What follows belongs to an exercise in optimizing a design on an open flow for small area; a production flow would make more cautious choices.
Only simulation tests tie the RTL to the original design; equivalence was not proved.
Power is estimated from default activity; no workload was simulated.

--- design/flow/config.mk ---
export PLATFORM = sky130hd
export DESIGN_NAME = uart
export DESIGN_NICKNAME = uart
export VERILOG_FILES = /design/flow/design.v
export SDC_FILE = /design/flow/constraint.sdc
export NUM_CORES = 4
export LEC_CHECK = 0
export CAP_MARGIN = 20
export CORE_MARGIN = 2
export CORE_UTILIZATION = 40
export SLEW_MARGIN = 20
--- design/flow/constraint.sdc ---
create_clock -name core_clock -period 20.0 [get_ports {clk}]
set_input_delay 4.0000 -clock core_clock [delete_from_list [all_inputs] [get_ports {clk}]]
set_output_delay 4.0000 -clock core_clock [all_outputs]
set_load 0.01 [all_outputs]
--- design/flow/design.v ---
module uart (
    input clk, rst, tx_send, rx, rx_flag_clr,
    input [7:0] Tx_Data,
    output tx_output_serial,
    output [7:0] Rx_Data,
    output parity_error, rx_flag
);
localparam [2:0] D_INI    = 3'b000;
localparam [2:0] D_SHOT   = 3'b001;
localparam [2:0] D_FRAME1 = 3'b101;   
localparam [2:0] D_OFF1   = 3'b100;   
localparam [2:0] D_SW1    = 3'b010;
localparam [2:0] D_FRAME2 = 3'b111;   
localparam [2:0] D_OFF2   = 3'b110;   
reg  [2:0]  ds;         
reg  [12:0] lo_q;       
reg  [9:0]  tr;
wire [12:0] lo = lo_q ^ 13'd2730;
wire counting = ds[2];                   
wire framing  = ds[0];                   
wire lo_wrap  = (((lo ^ 13'd4511) & 13'd7671) == 13'd0);             
wire tr_last  = ~|tr[9:1];               
wire lockout_done = ~framing & (((tr ^ 10'd56) & 10'd615) == 10'd0) & (((lo ^ 13'd2721) & 13'd7663) == 13'd0);
wire frame_end    = lo_wrap & tr_last;
wire lo_clr   = ~counting | lo_wrap;
always @(posedge rst or posedge clk)
    if (rst)
        ds <= D_INI;
    else begin
        ds[0] <= (~ds[2] & ~ds[1] & tx_send) | (~ds[2] & ~ds[1] & ds[0]) |
                 (ds[2] & ds[0] & ~frame_end) | (~ds[2] & ds[1] & ~ds[0] & ~tx_send);
        ds[1] <= (ds[2] & ~ds[1] & lockout_done) | (ds[2] & ds[1] & ~lockout_done) |
                 (~ds[2] & ds[1] & ~ds[0]);
        ds[2] <= ds[0] | (ds[2] & ~lockout_done) | (~ds[2] & ds[1] & ~tx_send);
    end
always @(posedge clk)
    lo_q <= (lo_clr ? 13'd0 : {lo[11:0], ~(lo[9] ^ lo[12])}) ^ 13'd2730;
always @(posedge clk)
    if (~counting)
        tr <= {1'b1, Tx_Data, 1'b0};
    else if (lo_wrap)
        tr <= {~framing & ~(tr[0] ^ tr[1]), tr[9:1]};
wire in_frame = ds[2] & ~ds[1] & ds[0];
assign tx_output_serial = ~in_frame | (tr_last ? ^Tx_Data : tr[0]);
localparam [1:0] R_IDLE = 2'b00;
localparam [1:0] R_RUN  = 2'b10;
localparam [1:0] R_STOP = 2'b11;
localparam [1:0] R_CLR  = 2'b01;
reg  [1:0]  rs;         
reg  [11:0] h_q;        
reg  [4:0]  m_q;        
reg         r_t;        
reg  [8:0]  r_sr;       
wire [11:0] h = h_q ^ 12'd2730;
wire [4:0]  m = m_q ^ 5'd10;
wire r_active = rs[1];
wire h_wrap   = (((h ^ 12'd1425) & 12'd4091) == 12'd0);                           
wire to_stop  = (((m ^ 5'd20) & 5'd19) == 5'd0) & (((h ^ 12'd1897) & 12'd3515) == 12'd0);    
wire to_clr   = (((m ^ 5'd17) & 5'd30) == 5'd0) & (((h ^ 12'd948) & 12'd3805) == 12'd0);      
wire sample   = h_wrap & r_t & (rs[1] & ~rs[0]) & (|(m & 5'd7));
wire h_clr    = ~r_active | h_wrap;
always @(posedge rst or posedge clk)
    if (rst)
        rs <= R_IDLE;
    else begin
        rs[1] <= (rs[1] & ~(rs[0] & to_clr)) | (~rs[1] & ~rs[0] & ~rx);
        rs[0] <= (rs[1] & (rs[0] | to_stop)) | (~rs[1] & rs[0] & ~rx_flag_clr);
    end
always @(posedge clk)
    h_q <= (h_clr ? 12'd0 : {h[10:0], ~(h[10] ^ h[11])}) ^ 12'd2730;
always @(posedge clk)
    if (~r_active)
        m_q <= 5'd10;
    else if (h_wrap)
        m_q <= {m[3:0], ~(m[1] ^ m[4])} ^ 5'd10;
always @(posedge rst or posedge clk)
    if (rst)
        r_t <= 1'b0;
    else if (r_active & h_wrap)
        r_t <= ~r_t;
always @(posedge rst or posedge clk)
    if (rst)
        r_sr <= 9'd0;
    else if (sample)
        r_sr <= {rx, r_sr[8:1]};
assign Rx_Data      = r_sr[7:0];
assign parity_error = ^r_sr;
assign rx_flag      = rs[0];
endmodule
--- design/flow/flow/run.sh ---
#!/bin/bash
# The standard layout (standard.sh), with three changes:
# - after the standard synthesis, the combinational logic is mapped again for area with
#   Yosys/ABC (flow/reopt.tcl, flow/area.abc); the registers, their names and cell types,
#   and the ports stay as the standard synthesis made them.  A SAT proof (flow/equiv.ys)
#   checks the new logic against the standard synthesis; if it fails, the standard
#   netlist is kept;
# - the port buffers are sky130_fd_sc_hd__buf_1;
# - clock tree synthesis uses sky130_fd_sc_hd__clkbuf_4 and inserts no dummy loads.
# Each tool's full output goes to a log file of its own in this folder.
set -euo pipefail
here=$(pwd)
export BUFFER_PORTS_ARGS="-buffer_cell sky130_fd_sc_hd__buf_1"
export CTS_ARGS="-sink_clustering_enable -repair_clock_nets -dont_use_dummy_load -buf_list sky130_fd_sc_hd__clkbuf_8"
lib=$FLOW_HOME/platforms/$FLOW_PLATFORM/lib/sky130_fd_sc_hd__tt_025C_1v80.lib
res=$here/orfs/results/$FLOW_PLATFORM/uart/base

bash standard.sh synth > log_synth.log 2>&1

mkdir -p reopt
cp "$res/1_2_yosys.v" reopt/gold.v
cp "$lib" reopt/lib.lib
du=$(sed -n '/DONT_USE_CELLS +=/,/^#/p' "$FLOW_HOME/platforms/$FLOW_PLATFORM/config.mk" |
     grep -o 'sky130_fd_sc_hd__[a-z0-9_]*' | sed 's/^/-dont_use /' | tr '\n' ' ')
ok=0
if (cd reopt && LIB=lib.lib IN=gold.v OUT=gate.v STAT=stat.txt ABCS="$here/flow/area.abc" DU="$du" \
        yosys -c "$here/flow/reopt.tcl" > "$here/log_reopt.log" 2>&1) &&
   (cd reopt && yosys -s "$here/flow/equiv.ys" > "$here/log_equiv.log" 2>&1); then
    ok=1
fi
if [[ $ok == 1 ]]; then
    echo "re-mapped netlist proven equal; using it" >> log_reopt.log
    cp reopt/gate.v "$res/1_2_yosys.v"
    rm -f "$res/1_synth.odb" "$res/1_synth.sdc"
else
    echo "re-mapping not used" >> log_reopt.log
fi

bash standard.sh > log_layout.log 2>&1
--- design/flow/flow/area.abc ---
strash
dc2
dc2
dch -f
amap
topo
--- design/flow/flow/equiv.ys ---
# Proves that the re-mapped netlist (gate.v) computes what the standard synthesis
# (gold.v) computes: with the same register instances cut open, the logic between
# ports and register pins must be equal.
read_liberty -ignore_miss_func -ignore_miss_dir lib.lib
setattr -mod -set blackbox 1 sky130_fd_sc_hd__df* sky130_fd_sc_hd__edf*
read_verilog gold.v
rename uart gold
read_verilog gate.v
rename uart gate
flatten gold gate
cd gold
expose -evert t:sky130_fd_sc_hd__df* t:sky130_fd_sc_hd__edf*
cd gate
expose -evert t:sky130_fd_sc_hd__df* t:sky130_fd_sc_hd__edf*
cd
opt -purge
miter -equiv -flatten -make_assert gold gate miter
sat -verify -prove-asserts miter
--- design/flow/flow/reopt.tcl ---
# Re-map the combinational logic of the standard synthesis for area; the registers
# (instances, names and cell types) and the ports are left as they are.

set lib $::env(LIB)
yosys read_liberty -ignore_miss_func -ignore_miss_dir $lib
yosys read_verilog $::env(IN)
yosys hierarchy -top uart
yosys setattr -mod -set keep_hierarchy 1 sky130_fd_sc_hd__df* sky130_fd_sc_hd__edf*
yosys flatten
yosys rename -hide {w:*.*}
yosys opt
yosys abc -liberty $lib {*}$::env(DU) -script $::env(ABCS)
yosys opt_clean -purge
yosys splitnets
yosys insbuf -buf sky130_fd_sc_hd__buf_1 A X
yosys rename -hide {w:*.*}

yosys tee -o $::env(STAT) stat -liberty $lib
yosys select uart
yosys write_verilog -noattr -nohex -nodec -selected $::env(OUT) 
--- design/flow/standard.sh ---
#!/bin/bash
# synth_recipe.tcl (not shown) runs the flow's synth.tcl, then flattens the netlist and writes it again
# the make line also repeats each setting of config.mk as NAME=value (left out here)
make -C /OpenROAD-flow-scripts/flow DESIGN_CONFIG=/design/flow/config.mk WORK_HOME=/design/flow/orfs CLKGATE_MAP_FILE= SYNTH_SCRIPT=/design/flow/synth_recipe.tcl "${@:-finish}"
==> flow_summary_export.csv, run 1 <==
group,metric,value,unit
outcome,status,"finished clean",
power_and_ir_drop,switching_share,22.5,%
sta,fin_crit,9.16,ns
die,start_util,41.3,%
power_and_ir_drop,clockPowerShare,27.9,%
cts,post-cts-setup-buffers,0,
yosys,synth_nets,240,
yosys,syn_area_per_cell,9.23,µm²
power_and_ir_drop,peakVddDrop,0.0000372,V
setup_path,r2r-start,"h_q[10]",
sta,slew_viol_final,0,
global_routing,grt_max_degree,16,
yosys,ys_warn_count,1,
die,die_area,5830,µm²
placement,dpl.hpwl,2.92,mm
setup_path,critPathTopFamily,"compound AO/OA/AOI/OAI gates",
global_routing,grt_pass1_wl,6.76,mm
placement,placed_cells,312,
setup_path,cp-start-kind,"primary input",
placement,placement.cell_area,2240,µm²
drt,vias,1561,
cts,clockRootBuffer,"clkbuf_8",
final_layout,n_antenna_cell,0,
setup_path,worstRegToRegCells,7,
sta,fin_skew,0.0132,ns
setup_path,required,16.00,ns
global_routing,grtUsageTotal,14.1,%
cts,cts_tree,"built",
setup_path,crit_buf_inv,3,
drt,post_drt_via_cell_ratio,4.92,
cts,cts-buffers-inserted,5,
setup_path,critPathCaptureType,"output pin",
cts,cts_buffer_depth,2,
final_layout,finalNonFillerCells,317,
placement,io_buffers,23,
yosys,syn-instance-count,227,
drt,remaining_drc_errors,0,
setup_path,slowest_stage,"o22ai_1",
power_and_ir_drop,pwr-share-seq,66.8,%
final_layout,drive_gt1_share,2.43,%
setup_path,regToRegSetupSlack,17.26,ns
global_routing,antenna_found_initial,0,
setup_path,path_cells,"buf_1, clkinv_1, o22ai_1, nor2_1, a21oi_1, nor2_1, a211oi_1, a2111o_1, buf_1",
drt,first_iter_violations,92,
drt,wl,3.86,mm
setup_path,timing.rr.end,"r_sr[3]",
drt,avgRoutedWirePerCell,12.2,µm
min_path,hold_path_depth,1,
cts,path_clk_slew,0.08,ns
power_and_ir_drop,leakage,0.875,nW
die,core-area,5070,µm²
die,pin_count,24,
final_layout,seq_area,1260,µm²
drt,first_pass_iters,4,
min_path,hp-class,"reg2reg",
sta,max_slew_margin,56.7,%
sta,fin_setup_tns,0,ns
power_and_ir_drop,p_per_area,82.8,nW/µm²
sta,max_slew.worst_pin.slew,0.649,ns
sta,setup_viol_count_final,0,
cts,cts.repair.resized,0,
final_layout,fin_area,2310,µm²
die,rows,26,
cts,clock_latency,0.29,ns
global_routing,grt_remaining_overflow,0,
power_and_ir_drop,p_comb_share,5.3,%
die,die_h,76.4,µm
setup_path,arrival,5.16,ns
final_layout,syn_to_final_growth,10.4,%
cts,ctsHoldBuffers,0,
final_layout,multi_input_area,696,µm²
sta,fmaxAchievable,0.109,GHz
setup_path,worstPathMaxFanout,2,
power_and_ir_drop,p_sw,0.0432,mW
min_path,holdCritStartpoint,"h_q[2]",
sta,hold_violations,0,
setup_path,max_stage_delay,0.21,ns
power_and_ir_drop,power.internal,0.148,mW
sta,finalCritPeriodShare,45.8,%
sta,rsz0062_at_grt,"false",
min_path,hold_path_end,"h_q[3]",
final_layout,fill_cells,529,
global_routing,grt_pass1_vias,1504,
cts,cts_sinks,55,
setup_path,worstSetupPathType,"in2out",
yosys,syn-cell-area,2100,µm²
cts,cts_max_level,2,
placement,place_congestion,0.799,
drt,ant_nets,0,
die,die_w,76.4,µm
final_layout,nNetsFinal,262,
job,max-cap-violations,0,
[worst reg2reg max path, delay by kind of cell (launching register included)]
kind / cells / cell delay [ns]
AOI/OAI and AO/OA: 2 / 0.83
DFF: 1 / 0.40
and+or+nand+nor: 4 / 1.00
buffers and inverters: 1 / 0.44
[area by class of cell]
| type | count | share of cell area [%] |
|---|---|---|
| flip-flops and latches | 55 | 54.3 |
| well taps | 70 | 3.78 |
| multi-input cells | 132 | 30.1 |
| inverters | 32 | 5.19 |
| clock buffers | 5 | 2.97 |
| repair buffers | 23 | 3.73 |
[state kept, by name, summed over array words and instances, names as in the netlist]
name  cells
lo_q     13
tr       10
r_sr      9
h_q      12
ds        3
m_q       5
rs        2
r_t       1
[routing by layer]
layer	routed length, µm	up-vias	global-route usage, %
met5	0	-	0
met4	23	0	2.73
met3	132	2	3.67
met2	1680	22	21.7
li1	-	823	-
met1	2020	714	20.3
[worst max path at each step]
stage / startpoint / cells past startpoint / slack (ns) / endpoint
final: Tx_Data[7] / 9 / 10.84 / tx_output_serial
after global routing: Tx_Data[4] / 9 / 10.59 / tx_output_serial
after detailed placement: Tx_Data[5] / 9 / 10.85 / tx_output_serial
after global placement: Tx_Data[7] / 9 / 10.90 / tx_output_serial
after floorplan: Tx_Data[7] / 6 / 11.18 / tx_output_serial
after CTS: Tx_Data[5] / 9 / 10.84 / tx_output_serial
[through the flow]
step	util [%]	hold WS (ns)	total power, mW	worst slack [ns]
CTS	45.5	0.388	0.193	10.84
global route	45.6	0.409	0.200	10.59
floorplan	-	0.353	0.136	11.18
global placement	44.1	0.368	0.140	10.90
finish	45.6	0.383	0.192	10.84
detailed placement	44.1	0.370	0.140	10.85
[power by group through the flow]
stage          registers, mW  logic, mW  clock network, mW
2_1_floorplan          0.128    0.00747                  0
3_3_place_gp           0.130    0.00989                  0
3_5_place_dp           0.130     0.0102                  0
4_1_cts                0.128     0.0103             0.0545
5_1_grt                0.129     0.0121             0.0587
6_report               0.128     0.0102             0.0535
[cells in the final DEF, fill, tap and decap left out]
cell      count
a31o_1        1
dfxtp_1      32
or4_1         1
o22ai_1      21
a21oi_1      10
edfxtp_1      8
a2111o_1      1
a211oi_1      3
nand2_1      28
or3_1         1
o21ai_0       8
buf_1        23
o22a_1        2
clkbuf_8      5
nor4b_1       1
clkinv_1     32
or4b_1        1
a311oi_2      1
nor2_1       32
nand2b_1      1
dfrtp_1      15
o21a_1        3
nor4_1        2
nor3_1        2
nand3_1       2
nand4_1       7
xor2_1        1
a22oi_1       1
a32o_1        2
==> inputs of run 2 (changes only) <==
--- a/design/flow/design.v
+++ b/design/flow/design.v
@@ -51,6 +51,7 @@
 reg  [4:0]  m_q;        
 reg         r_t;        
 reg  [8:0]  r_sr;       
+reg         r_pe;       
 wire [11:0] h = h_q ^ 12'd2730;
 wire [4:0]  m = m_q ^ 5'd10;
 wire r_active = rs[1];
@@ -84,6 +85,11 @@
     else if (sample)
         r_sr <= {rx, r_sr[8:1]};
 assign Rx_Data      = r_sr[7:0];
-assign parity_error = ^r_sr;
+always @(posedge rst or posedge clk)
+    if (rst)
+        r_pe <= 1'b0;
+    else if (sample)
+        r_pe <= r_pe ^ rx ^ r_sr[0];
+assign parity_error = r_pe;
 assign rx_flag      = rs[0];
 endmodule
==> design/flow/flow/run.sh (replaced) <==
#!/bin/bash
# The standard layout (standard.sh), with three changes:
# - after the standard synthesis, the combinational logic is mapped again for area with
#   Yosys/ABC (flow/reopt.tcl, with each of flow/area*.abc, keeping the smallest); the
#   registers, their names and cell types,
#   and the ports stay as the standard synthesis made them.  A SAT proof (flow/equiv.ys)
#   checks the new logic against the standard synthesis; if it fails, the standard
#   netlist is kept;
# - the port buffers are sky130_fd_sc_hd__buf_1;
# - clock tree synthesis uses sky130_fd_sc_hd__clkbuf_8 and inserts no dummy loads.
# Each tool's full output goes to a log file of its own in this folder.
set -euo pipefail
here=$(pwd)
export BUFFER_PORTS_ARGS="-buffer_cell sky130_fd_sc_hd__buf_1"
export CTS_ARGS="-sink_clustering_enable -repair_clock_nets -dont_use_dummy_load -buf_list sky130_fd_sc_hd__clkbuf_8"
lib=$FLOW_HOME/platforms/$FLOW_PLATFORM/lib/sky130_fd_sc_hd__tt_025C_1v80.lib
res=$here/orfs/results/$FLOW_PLATFORM/uart/base

bash standard.sh synth > log_synth.log 2>&1

mkdir -p reopt
cp "$res/1_2_yosys.v" reopt/gold.v
cp "$lib" reopt/lib.lib
du=$(sed -n '/DONT_USE_CELLS +=/,/^#/p' "$FLOW_HOME/platforms/$FLOW_PLATFORM/config.mk" |
     grep -o 'sky130_fd_sc_hd__[a-z0-9_]*' | sed 's/^/-dont_use /' | tr '\n' ' ')
# try each ABC script; keep the smallest netlist that the proof accepts
best=""
best_area=""
for s in area1 area2 area3; do
    if (cd reopt && LIB=lib.lib IN=gold.v OUT=$s.v STAT=$s.txt ABCS="$here/flow/$s.abc" DU="$du" \
            yosys -c "$here/flow/reopt.tcl" > "$here/log_reopt_$s.log" 2>&1) &&
       (cd reopt && sed "s/gate\.v/$s.v/" "$here/flow/equiv.ys" > equiv_$s.ys &&
            yosys -s equiv_$s.ys > "$here/log_equiv_$s.log" 2>&1); then
        a=$(grep 'Chip area for top module' reopt/$s.txt | awk '{print $NF}')
        echo "$s: proven equal, area $a" >> log_reopt.log
        if [[ -z "$best" ]] || awk "BEGIN{exit !($a < $best_area)}"; then best=$s; best_area=$a; fi
    else
        echo "$s: not used" >> log_reopt.log
    fi
done
if [[ -n "$best" ]]; then
    echo "using $best" >> log_reopt.log
    cp reopt/$best.v "$res/1_2_yosys.v"
    rm -f "$res/1_synth.odb" "$res/1_synth.sdc"
else
    echo "re-mapping not used" >> log_reopt.log
fi

bash standard.sh > log_layout.log 2>&1
==> design/flow/flow/area1.abc (new file) <==
strash
dc2
dc2
dch -f
amap
topo
==> design/flow/flow/area2.abc (new file) <==
strash
dc2
dch -f
amap
topo
==> design/flow/flow/area3.abc (new file) <==
strash
dc2
dc2
dch -f
amap -F 3 -A 30
topo
removed: design/flow/flow/area.abc
==> run 2 against run 1 <==
Against the previous run:
- clock power rose by 4%
- sequential cell count rose by 1
- largest power group unchanged
- utilization fell by 0.44 points
- sequential power fell by 4%
- final area fell by 0.97%
- clock-buffer cell count did not move
- first-iteration DRC count fell by 1.1%
- final cell count fell by 1.9%
- critical path depth did not move
==> flow_summary_export.csv, run 2 <==
group,metric,value,unit
cts,cts-buffers-inserted,5,
outcome,status,"finished clean",
die,rows,26,
setup_path,critPathCaptureType,"output pin",
final_layout,post-route-util,45.2,%
setup_path,cp-start-kind,"primary input",
drt,vias,1544,
final_layout,fin_area,2290,µm²
yosys,syn-cell-area,2080,µm²
setup_path,r2r-start,"ds[2]",
cts,cts_tree,"built",
setup_path,max_stage_delay,0.25,ns
sta,slew_viol_final,0,
final_layout,drive_gt1_share,2.07,%
sta,fmaxAchievable,0.110,GHz
min_path,hp-class,"reg2reg",
cts,post-cts-setup-buffers,0,
sta,max_slew_margin,60.2,%
setup_path,path_cells,"buf_1, clkinv_1, o22ai_1, nor2_1, a21oi_1, a21oi_1, o21ai_0, nand3_1, buf_1",
job,max-cap-violations,0,
setup_path,crit_buf_inv,3,
setup_path,slowest_stage,"o22ai_1",
cts,clockRootBuffer,"clkbuf_8",
global_routing,grt_pass1_wl,6.89,mm
power_and_ir_drop,peakVddDrop,0.0000491,V
final_layout,fill_cells,531,
yosys,syn-instance-count,221,
placement,dp_slack,10.92,ns
setup_path,crit_start,"Tx_Data[5]",
final_layout,largest_reg_flops,13,
yosys,syn_area_per_cell,9.41,µm²
drt,post_drt_via_cell_ratio,4.96,
setup_path,required,16.00,ns
sta,fin_setup_tns,0,ns
drt,ant_nets,0,
final_layout,final_common_cell,"clkinv_1",
final_layout,nNetsFinal,256,
die,die_h,76.1,µm
setup_path,critPathTopFamily,"compound AO/OA/AOI/OAI gates",
setup_path,worstPathMaxFanout,2,
global_routing,grt_max_degree,18,
drt,avgRoutedWirePerCell,12.3,µm
cts,cts_sinks,56,
placement,dpl.hpwl,2.77,mm
cts,ctsHoldBuffers,0,
global_routing,grtUsageTotal,14.6,%
drt,wl_met3,127,µm
cts,path_clk_slew,0.08,ns
sta,rsz0062_at_grt,"false",
global_routing,grt_remaining_overflow,0,
cts,clock_latency,0.32,ns
placement,placement.cell_area,2220,µm²
global_routing,grt_pass1_vias,1489,
sta,finalCritPeriodShare,45.4,%
placement,place_congestion,0.776,
final_layout,seq_area,1280,µm²
setup_path,worstSetupPathType,"in2out",
global_routing,antenna_found_initial,0,
drt,highest_layer,"met4",
sta,hold_violations,0,
die,die_area,5790,µm²
final_layout,syn_to_final_growth,10.2,%
drt,first_iter_violations,91,
final_layout,reg_top3,"lo_q (13), h_q (12), tr (10)",
sta,whs,0.384,ns
drt,first_pass_iters,4,
cts,cts_max_level,2,
cts,cts_buffer_depth,2,
yosys,synth_nets,234,
drt,wl,3.81,mm
setup_path,arrival,5.08,ns
drt,remaining_drc_errors,0,
placement,io_buffers,23,
final_layout,most-common-layout-cells,"clkinv_1 (35), dfxtp_1 (32), nand2_1 (28)",
min_path,holdCritStartpoint,"lo_q[6]",
sta,fin_crit,9.08,ns
drt,wl_met1,2.03,mm
power_and_ir_drop,leakage,0.872,nW
die,core-area,5070,µm²
final_layout,n_antenna_cell,0,
die,start_util,41.0,%
sta,setup_viol_count_final,0,
final_layout,max_flop_register,"lo_q",
cts,cts.repair.resized,0,
sta,max_slew.worst_pin.slew,0.591,ns
power_and_ir_drop,p_per_area,81.4,nW/µm²
sta,fin_ws,10.92,ns
yosys,ys_warn_count,1,
drt,wl_met2,1.59,mm
die,pin_count,24,
die,die_w,76.1,µm
final_layout,multi_input_area,637,µm²
sta,fin_skew,0.0244,ns
run 2: layer usage:
layer	vias to the layer above	GRT usage (%)
met5	-	0
met4	0	5.45
met2	17	20.8
met1	722	21.1
met3	6	4.15
li1	799	-
run 2: per-stage QoR:
stage | total power, mW | std cells
finish | 0.187 | 311
detailed placement | 0.134 | 306
global placement | 0.134 | 306
global route | 0.195 | 311
floorplan | 0.130 | 221
CTS | 0.189 | 311
run 2: area by class of cell:
type                       instances  area share, %
timing repair buffer              23           3.77
inverter                          35           5.73
sequential                        56           55.9
tap                               70           3.82
multi-input combinational        122           27.8
clock buffer                       5           3.00
run 2: power breakdown:
group | switching (mW) | total [mW] | internal, mW
clock | 0.0327 | 0.0554 | 0.0227
sequential | 0.00369 | 0.123 | 0.120
combinational | 0.00479 | 0.00796 | 0.00317
run 2: worst paths after layout:
check | endpoint | slack [ns] | depth (start not counted)
max | tx_output_serial | 10.92 | 9
min | lo_q[7] | 0.38 | 1
max reg2reg | tr[2] | 17.71 | 3
min reg2reg | lo_q[7] | 0.38 | 1
max in group asynchronous | ds[0] | 16.07 | 2
min in group asynchronous | ds[2] | 3.62 | 2

port drivers added, routing unchanged:
In the flow no input, the clock included, has a driving cell. The finished layouts below were timed again as built, in two steps. Step 1, drivers: a clkbuf_16 drives clk and a buf_2 each remaining input, both assumed. Step 2, shift: input delay + t, output delay - t, t = (earliest + latest rising clock arrival at the registers) / 2. This alone moves slack from input paths to output paths. a / b / c = ideal ports / drivers / drivers and shift; a / b = the first two.
run	shift t [ns]	setup WS [ns]	worst hold slack (ns)	worst setup path at the end	latest minus earliest clock arrival (ns)
run 1	0.311	10.838 / 10.812 / 10.812	0.383 / 0.383 / 0.383	input to output	0.013 / 0.014
run 2	0.331	10.924 / 10.902 / 10.902	0.384 / 0.384 / 0.384	input to output	0.026 / 0.025
After both steps every run listed still meets setup and hold. The setup slack of run 1, which loses most, moves by -0.026 ns with the drivers and by -0.026 ns with both steps.
